Source: an optimization exercise on an open RTL-to-GDS flow (aim: small area). Production flows keep margins and buffers that such runs may drop.
Function was checked by simulation only, so behaviour that the tests miss may differ from the original.
The flow treats the clock pin as an ideal source, which a real chip does not have.
No activity file was given, so power comes from the tool's default toggle rates.

Setup of try-harbor:
==> flow/design.v <==
`timescale 1ns / 1ps
module sevseg (
    input clk,
    input reset,
    input [3:0] digit,             
    output [1:0] digit_sel,        
    output [3:0] IO_SSEG_SEL,      
    output [6:0] IO_SSEG       
    );
    localparam [3:0] BLANK = 4'd12;    
    localparam [3:0] ALL_ON = 4'd15;   
    reg [2:0] phase;    
    reg [3:0] hold;     
    reg [3:0] st0, st2;
    reg [2:0] st1;
    reg [1:0] st3;
    reg [3:0] code;     
    wire [1:0] cur = phase[2:1];
    wire half = phase[0];
    assign digit_sel = cur + half;
    wire [1:0] prev = half ? cur : cur - 2'd1;
    wire blank = (code == BLANK);
    assign IO_SSEG_SEL = blank ? 4'b1111 : ~(4'b0001 << prev);
    reg [3:0] stored;
    always @(*) begin
        case (cur)
            2'd0: stored = st0;
            2'd1: stored = (st1 == 3'b111) ? ALL_ON : {1'b0, st1};
            2'd2: stored = st2;
            default: stored = (st3 == 2'b11) ? ALL_ON : {2'b00, st3};
        endcase
    end
    always @(posedge clk) begin
        if (reset) begin
            phase <= 0;
            hold <= 0;
            st0 <= 4'd8;
            st1 <= 3'b111;
            st2 <= 4'd8;
            st3 <= 2'b11;
            code <= BLANK;
        end else begin
            phase <= phase + 3'd1;
            if (half) begin
                code <= hold;
                hold <= digit;
            end else begin
                code <= stored;
                case (cur)
                    2'd0: st0 <= digit;
                    2'd1: st1 <= digit[2:0];
                    2'd2: st2 <= digit;
                    default: st3 <= digit[1:0];
                endcase
            end
        end
    end
    assign IO_SSEG[0] = (code == 4'd1) | (code == 4'd4) | (code == 4'd12);
    assign IO_SSEG[1] = (code == 4'd5) | (code == 4'd6) | (code == 4'd12);
    assign IO_SSEG[2] = (code == 4'd2) | (code == 4'd12);
    assign IO_SSEG[3] = (code == 4'd1) | (code == 4'd4) | (code == 4'd7) | (code == 4'd9) | (code == 4'd12);
    assign IO_SSEG[4] = (code == 4'd1) | (code == 4'd3) | (code == 4'd4) | (code == 4'd5) | (code == 4'd7) | (code == 4'd9) | (code == 4'd12);
    assign IO_SSEG[5] = (code == 4'd1) | (code == 4'd2) | (code == 4'd3) | (code == 4'd7) | (code == 4'd12);
    assign IO_SSEG[6] = (code == 4'd0) | (code == 4'd1) | (code == 4'd7) | (code == 4'd12);
endmodule
`timescale 1ns / 1ps
module Digital_Clock(
    input clk,  
    input reset,
    input IO_BTN_C,IO_BTN_U, IO_BTN_L, IO_BTN_R, IO_BTN_D,  
    input [0:0] IO_SWITCH, 
    output [6:0] IO_SSEG, output [3:0] IO_SSEG_SEL,  
    output [0:0] IO_LED,  
    output change_time,
    output alarm,
    output reg speaker,
    output led_reset
    );
    assign led_reset = 1;
    reg [3:0] counter;           
    reg [5:0] Seconds;           
    reg [5:0] Minutes;           
    reg [4:0] Hours;             
    reg [5:0] Minutes_other;     
    reg [4:0] Hours_other;
    reg current_bit;
    reg set_ct, set_al;          
    reg c_prev;                  
    reg AMPM, AM_PM;
    assign IO_LED[0] = AM_PM;
    wire clock_mode = ~set_ct & ~set_al;
    assign change_time = c_prev ? set_al : set_ct;
    assign alarm = c_prev ? clock_mode : set_al;
    wire sec60   = Seconds[5] & ~Seconds[4] & ~Seconds[2] & ~Seconds[1] & ~Seconds[0];
    wire cnt11   = counter[3] & counter[1] & counter[0];
    wire cnt_ge2 = counter[3] | counter[2] | counter[1];
    wire wrap    = clock_mode ? cnt11 : cnt_ge2;
    wire step    = ~clock_mode & cnt_ge2;
    wire [10:0] s_next;
    hm_unit shown_u(.m(Minutes), .h(Hours), .carry_in(sec60),
        .st(step), .bit_h(current_bit), .up(IO_BTN_U), .down(IO_BTN_D), .o(s_next));
    wire o_m60 = Minutes_other[5] & Minutes_other[4] & Minutes_other[3] & Minutes_other[2];
    wire o_h24 = Hours_other[4] & Hours_other[3];
    wire [5:0] o_m_next = o_m60 ? 6'd0 : Minutes_other;
    wire [4:0] o_h_next = o_h24 ? 5'd0 : o_m60 ? Hours_other + 5'd1 : Hours_other;
    wire swap = IO_BTN_C & ~clock_mode;    
    wire [1:0] digit_sel;
    wire [5:0] s_m = Minutes;
    wire [4:0] s_h = Hours;
    wire pm = (s_h >= 5'd12);
    reg [4:0] h_disp;
    always @(*) begin
        if (AMPM)                 h_disp = s_h;            
        else if (s_h == 5'd0)     h_disp = 5'd12;          
        else if (s_h > 5'd12)     h_disp = s_h - 5'd12;
        else                      h_disp = s_h;
    end
    wire [5:0] value = digit_sel[1] ? {1'b0, h_disp} : s_m;
    wire [2:0] tens = value / 10;
    wire [3:0] ones = value % 10;
    wire [3:0] digit = digit_sel[0] ? {1'b0, tens} : ones;
    sevseg display(.clk(clk), .reset(reset), .digit(digit),
        .digit_sel(digit_sel), .IO_SSEG_SEL(IO_SSEG_SEL), .IO_SSEG(IO_SSEG));
    always @(posedge clk) begin
        if (reset) begin
            counter <= 0;
            Seconds <= 0;
            Minutes <= 0;
            Hours <= 0;
            Minutes_other <= 1;
            Hours_other <= 0;
            current_bit <= 0;
            set_ct <= 1;
            set_al <= 0;
            c_prev <= 1;
            AMPM <= 0;
            AM_PM <= 0;
            speaker <= 0;
        end else begin
            counter <= wrap ? 4'd0 : counter + 4'd1;
            if (sec60)
                Seconds <= 0;
            else if (clock_mode & cnt11)
                Seconds <= {Seconds[4:0], ~(Seconds[5] ^ Seconds[4])};
            else if (clock_mode & IO_BTN_C)
                Seconds <= 0;
            if (swap) begin
                {Minutes, Hours} <= {o_m_next, o_h_next};
                {Minutes_other, Hours_other} <= s_next;
            end else begin
                {Minutes, Hours} <= s_next;
                {Minutes_other, Hours_other} <= {o_m_next, o_h_next};
            end
            if (clock_mode & IO_BTN_C)
                current_bit <= 0;
            else if (step & (IO_BTN_L | IO_BTN_R))
                current_bit <= ~current_bit;
            if (IO_BTN_C) begin
                set_ct <= clock_mode;
                set_al <= set_ct;
            end
            c_prev <= IO_BTN_C;
            if (clock_mode)
                speaker <= ({Hours, Minutes} == {Hours_other, Minutes_other});
            AMPM <= IO_SWITCH[0];
            AM_PM <= ~AMPM & pm;
        end
    end
endmodule
module hm_unit(input [5:0] m, input [4:0] h, input carry_in, st, bit_h, up, down,
               output [10:0] o);
    wire m60 = m[5] & m[4] & m[3] & m[2];
    wire h24 = h[4] & h[3];
    wire m0  = ~|m;
    wire h0  = ~|h;
    wire h1  = (h == 5'd1);
    wire stm = st & ~bit_h;
    wire sth = st & bit_h;
    wire dn_any = down & ~(m0 & h0);
    wire dec_m = stm & dn_any;
    wire inc_m = carry_in | (stm & up & ~dn_any);
    wire dn_h  = down & ~h0;
    wire dec_h = dn_h & (sth | (stm & m0));
    wire inc_h = m60 | (sth & up & ~dn_h);
    reg [5:0] nm; reg [4:0] nh;
    always @(*) begin
        nm = m; nh = h;
        if (inc_m) nm = m + 6'd1;
        if (dec_m) nm = m0 ? 6'd59 : m - 6'd1;
        if (m60)   nm = 0;
        if (inc_h) nh = h + 5'd1;
        if (dec_h) nh = h1 ? 5'd12 : h - 5'd1;
        if (h24)   nh = 0;
    end
    assign o = {nm, nh};
endmodule
Settings: LEC_CHECK=0, ABC_AREA=1, CAP_MARGIN=20, CORE_MARGIN=2, CORE_UTILIZATION=85, SLEW_MARGIN=20; clock period 10.0 ns.
standard.sh (not shown) runs the stock make flow with config.mk's settings and CLKGATE_MAP_FILE= SYNTH_SCRIPT=/design/flow/synth_recipe.tcl, a recipe that flattens the netlist after the stock synthesis.
==> flow/flow/run.sh <==
#!/bin/bash
# Layout flow: the standard flow (standard.sh / ORFS) with
#  - synthesis: the standard flow's synthesis script with an area-oriented ABC mapping
#    script (flow/abc_map.script) and no adder-cell mapping;
#  - port buffers of the smallest buffer cell;
#  - clock buffering by flow/pre_cts.tcl (four clock buffers, each driving a
#    quarter of the flip-flops) instead of TritonCTS's tree.
# Each tool's output goes to its own log in this folder.
set -euo pipefail
HERE=$(pwd)
export FLOW_ABC_SCRIPT=$HERE/flow/abc_map.script
MK=(make -C "$FLOW_HOME" DESIGN_CONFIG="$FLOW_CONFIG" WORK_HOME="$HERE/orfs" CLKGATE_MAP_FILE=
    SYNTH_SCRIPT="$HERE/flow/synth.tcl" ADDER_MAP_FILE=
    "BUFFER_PORTS_ARGS=-buffer_cell sky130_fd_sc_hd__buf_1"
    "CTS_ARGS=-clk_nets clk -sink_clustering_enable -dont_use_dummy_load -buf_list sky130_fd_sc_hd__clkbuf_8"
    PRE_CTS_TCL="$HERE/flow/pre_cts.tcl")
export FLOW_CLOCK_BUFFER=sky130_fd_sc_hd__clkbuf_4
"${MK[@]}" synth > "$HERE/log_synth.log" 2>&1
"${MK[@]}" finish > "$HERE/log_finish.log" 2>&1
R=$HERE/orfs/results/$FLOW_PLATFORM/Digital_Clock/base
: # left out here: write the final layout as DEF
==> flow/flow/abc_map.script <==
strash; &get -n; &deepsyn -T 20; &put; dc2; dch -f; amap; topo; dnsize
==> flow/flow/pre_cts.tcl <==
# Clock buffering for this small design: the flip-flops are split into four
# groups by position (halves by x, then each half by y); one clock buffer,
# placed at the centre of its group, drives each group's clock pins. The
# clock port drives only these four buffers. TritonCTS is then run on the
# port's net only (CTS_ARGS -clk_nets clk), where it finds nothing to do.
set block [ord::get_db_block]
set db [ord::get_db]
set master [$db findMaster $::env(FLOW_CLOCK_BUFFER)]
set clknet [$block findNet clk]
set sinks {}
foreach iterm [$clknet getITerms] {
  set loc [[$iterm getInst] getLocation]
  lappend sinks [list $iterm [lindex $loc 0] [lindex $loc 1]]
}
proc halves { items idx } {
  set s [lsort -integer -index $idx $items]
  set h [expr {[llength $s] / 2}]
  return [list [lrange $s 0 [expr {$h - 1}]] [lrange $s $h end]]
}
set groups {}
foreach half [halves $sinks 1] {
  foreach q [halves $half 2] { lappend groups $q }
}
set g 0
foreach grp $groups {
  set net [odb::dbNet_create $block clknet_g$g]
  $net setSigType CLOCK
  set inst [odb::dbInst_create $block $master clkbuf_g$g]
  set sx 0; set sy 0
  foreach s $grp {
    set iterm [lindex $s 0]
    $iterm disconnect
    $iterm connect $net
    set sx [expr {$sx + [lindex $s 1]}]
    set sy [expr {$sy + [lindex $s 2]}]
  }
  set n [llength $grp]
  [$inst findITerm A] connect $clknet
  [$inst findITerm X] connect $net
  $inst setLocation [expr {$sx / $n}] [expr {$sy / $n}]
  $inst setPlacementStatus PLACED
  puts "clock buffer clkbuf_g$g ($::env(FLOW_CLOCK_BUFFER)) drives $n clock pins"
  incr g
}
global_connect
detailed_placement
Other scripts of this flow, unchanged in this note and not shown: flow/flow/synth.tcl
The log for try-harbor ends in global placement without I/O (3_1_place_gp_skip_io) with error GPL-0301, so the run never completed.
Relative to try-harbor, the following input files were edited for try-maple:
-- flow/flow/run.sh --
<<< try-harbor, line 16
    PRE_CTS_TCL="$HERE/flow/pre_cts.tcl")
export FLOW_CLOCK_BUFFER=sky130_fd_sc_hd__clkbuf_4
"${MK[@]}" synth > "$HERE/log_synth.log" 2>&1
>>> try-maple, line 16
    PRE_CTS_TCL="$HERE/flow/pre_cts.tcl")
export FLOW_CLOCK_BUFFER=sky130_fd_sc_hd__clkbuf_8
"${MK[@]}" synth > "$HERE/log_synth.log" 2>&1
-- flow/config.mk --
<<< try-harbor, line 10
export CORE_MARGIN = 2
export CORE_UTILIZATION = 85
export SLEW_MARGIN = 20
>>> try-maple, line 10
export CORE_MARGIN = 2
export CORE_UTILIZATION = 65
export SLEW_MARGIN = 20
## What came out
In summary, try-maple completed successfully, with a layout that passed the timing, design-rule and antenna checks. Against try-harbor, try-maple comes in 13% higher on height of the die. Between try-harbor and try-maple, the compound-gate portion of the synthesized area figures differ only marginally. From try-harbor to try-maple the numbers moved as follows: initial cell density of the core lost 21 points; area of the mapped netlist saw little to no change; cell row count rose by 3. try-harbor → try-maple: floorplan die width grew by 8.5 um; post-synthesis cell count held steady. From try-harbor to try-maple, fraction of registers with async set/reset did not move at all.
Edits applied to the flow inputs when going from try-maple to try-onyx:
-- flow/flow/run.sh --
<<< try-maple, line 5
#  - port buffers of the smallest buffer cell;
#  - clock buffering by flow/pre_cts.tcl (four clock buffers, each driving a
#    quarter of the flip-flops) instead of TritonCTS's tree.
# Each tool's output goes to its own log in this folder.
>>> try-onyx, line 5
#  - port buffers of the smallest buffer cell;
#  - clock buffering by flow/pre_cts.tcl (a root clock buffer driving four
#    clock buffers, each driving a quarter of the flip-flops) instead of
#    TritonCTS's tree.
# Each tool's output goes to its own log in this folder.
<<< try-maple, line 17
export FLOW_CLOCK_BUFFER=sky130_fd_sc_hd__clkbuf_8
"${MK[@]}" synth > "$HERE/log_synth.log" 2>&1
>>> try-onyx, line 18
export FLOW_CLOCK_BUFFER=sky130_fd_sc_hd__clkbuf_8
export FLOW_CLOCK_ROOT_BUFFER=sky130_fd_sc_hd__clkbuf_2
"${MK[@]}" synth > "$HERE/log_synth.log" 2>&1
==> flow/flow/abc_map.script <==
strash; &get -n; &deepsyn -T 20; &put; dc2; dch -f; amap -F 20 -A 20 -C 5000; topo; dnsize
-- flow/flow/pre_cts.tcl --
<<< try-maple, line 2
# groups by position (halves by x, then each half by y); one clock buffer,
# placed at the centre of its group, drives each group's clock pins. The
# clock port drives only these four buffers. TritonCTS is then run on the
# port's net only (CTS_ARGS -clk_nets clk), where it finds nothing to do.
set block [ord::get_db_block]
>>> try-onyx, line 2
# groups by position (halves by x, then each half by y); one clock buffer,
# placed at the centre of its group, drives each group's clock pins. A root
# clock buffer at the centre of all flip-flops drives the four, and the
# clock port drives only the root buffer. TritonCTS is then run on the
# port's net only (CTS_ARGS -clk_nets clk), which has a single sink, so it
# adds nothing.
set block [ord::get_db_block]
<<< try-maple, line 19
}
set groups {}
>>> try-onyx, line 21
}
set rootnet [odb::dbNet_create $block clknet_root]
$rootnet setSigType CLOCK
set root [odb::dbInst_create $block [$db findMaster $::env(FLOW_CLOCK_ROOT_BUFFER)] clkbuf_root]
[$root findITerm A] connect $clknet
[$root findITerm X] connect $rootnet
set rx 0; set ry 0
foreach s $sinks { set rx [expr {$rx + [lindex $s 1]}]; set ry [expr {$ry + [lindex $s 2]}] }
$root setLocation [expr {$rx / [llength $sinks]}] [expr {$ry / [llength $sinks]}]
$root setPlacementStatus PLACED
set groups {}
<<< try-maple, line 37
  set n [llength $grp]
  [$inst findITerm A] connect $clknet
  [$inst findITerm X] connect $net
>>> try-onyx, line 48
  set n [llength $grp]
  [$inst findITerm A] connect $rootnet
  [$inst findITerm X] connect $net
The die extent in y on try-onyx is in line with that on try-maple.
Per the comparison of try-onyx with try-maple, combinational group power fell about 2.7%; setup clock skew after layout about even; highest clock rate rose 17 MHz; sequential share of layout area rose 0.40 points; area of all placed cells without fillers fell about 1%.
Total power: try-onyx below try-maple
NOTE: first-pass GRT wire length in try-onyx falls short of that of try-maple
try-maple vs try-onyx, most common cell after layout, fill and taps aside: nor2_1 vs clkinv_1

==> re-timing with driven ports <==
In the flow no input, the clock included, has a driving cell. The finished layouts below were timed again as built, in two steps.
Step 1, drivers: a clkbuf_16 drives clk and a buf_2 each remaining input, both assumed.
Step 2 adds t to the input delays and takes it off the output delays; t is the mean of the earliest and latest rising clock arrival at the registers after step 1. Input paths then give back, and output paths get back, about the clock's delay inside the block.
Slacks: ideal / step 1 / step 2; pairs: ideal / step 1.
| run | shift t [ns] | setup WS [ns] | hold slack, ns | worst register clock-pin slew, ns | pins driven straight from the clock port |
|---|---|---|---|---|---|
| try-maple | 0.436 | 5.615 / 5.615 / 5.615 | 0.446 / 0.446 / 0.446 | 0.10 / 0.10 | 1 |
| try-onyx | 0.444 | 5.913 / 5.913 / 5.796 | 0.457 / 0.457 / 0.457 | 0.10 / 0.10 | 1 |
After both steps setup and hold are still met in every run listed. For try-onyx, which loses most, drivers alone change the setup slack by 0.000 ns; drivers and shift together by -0.117 ns.
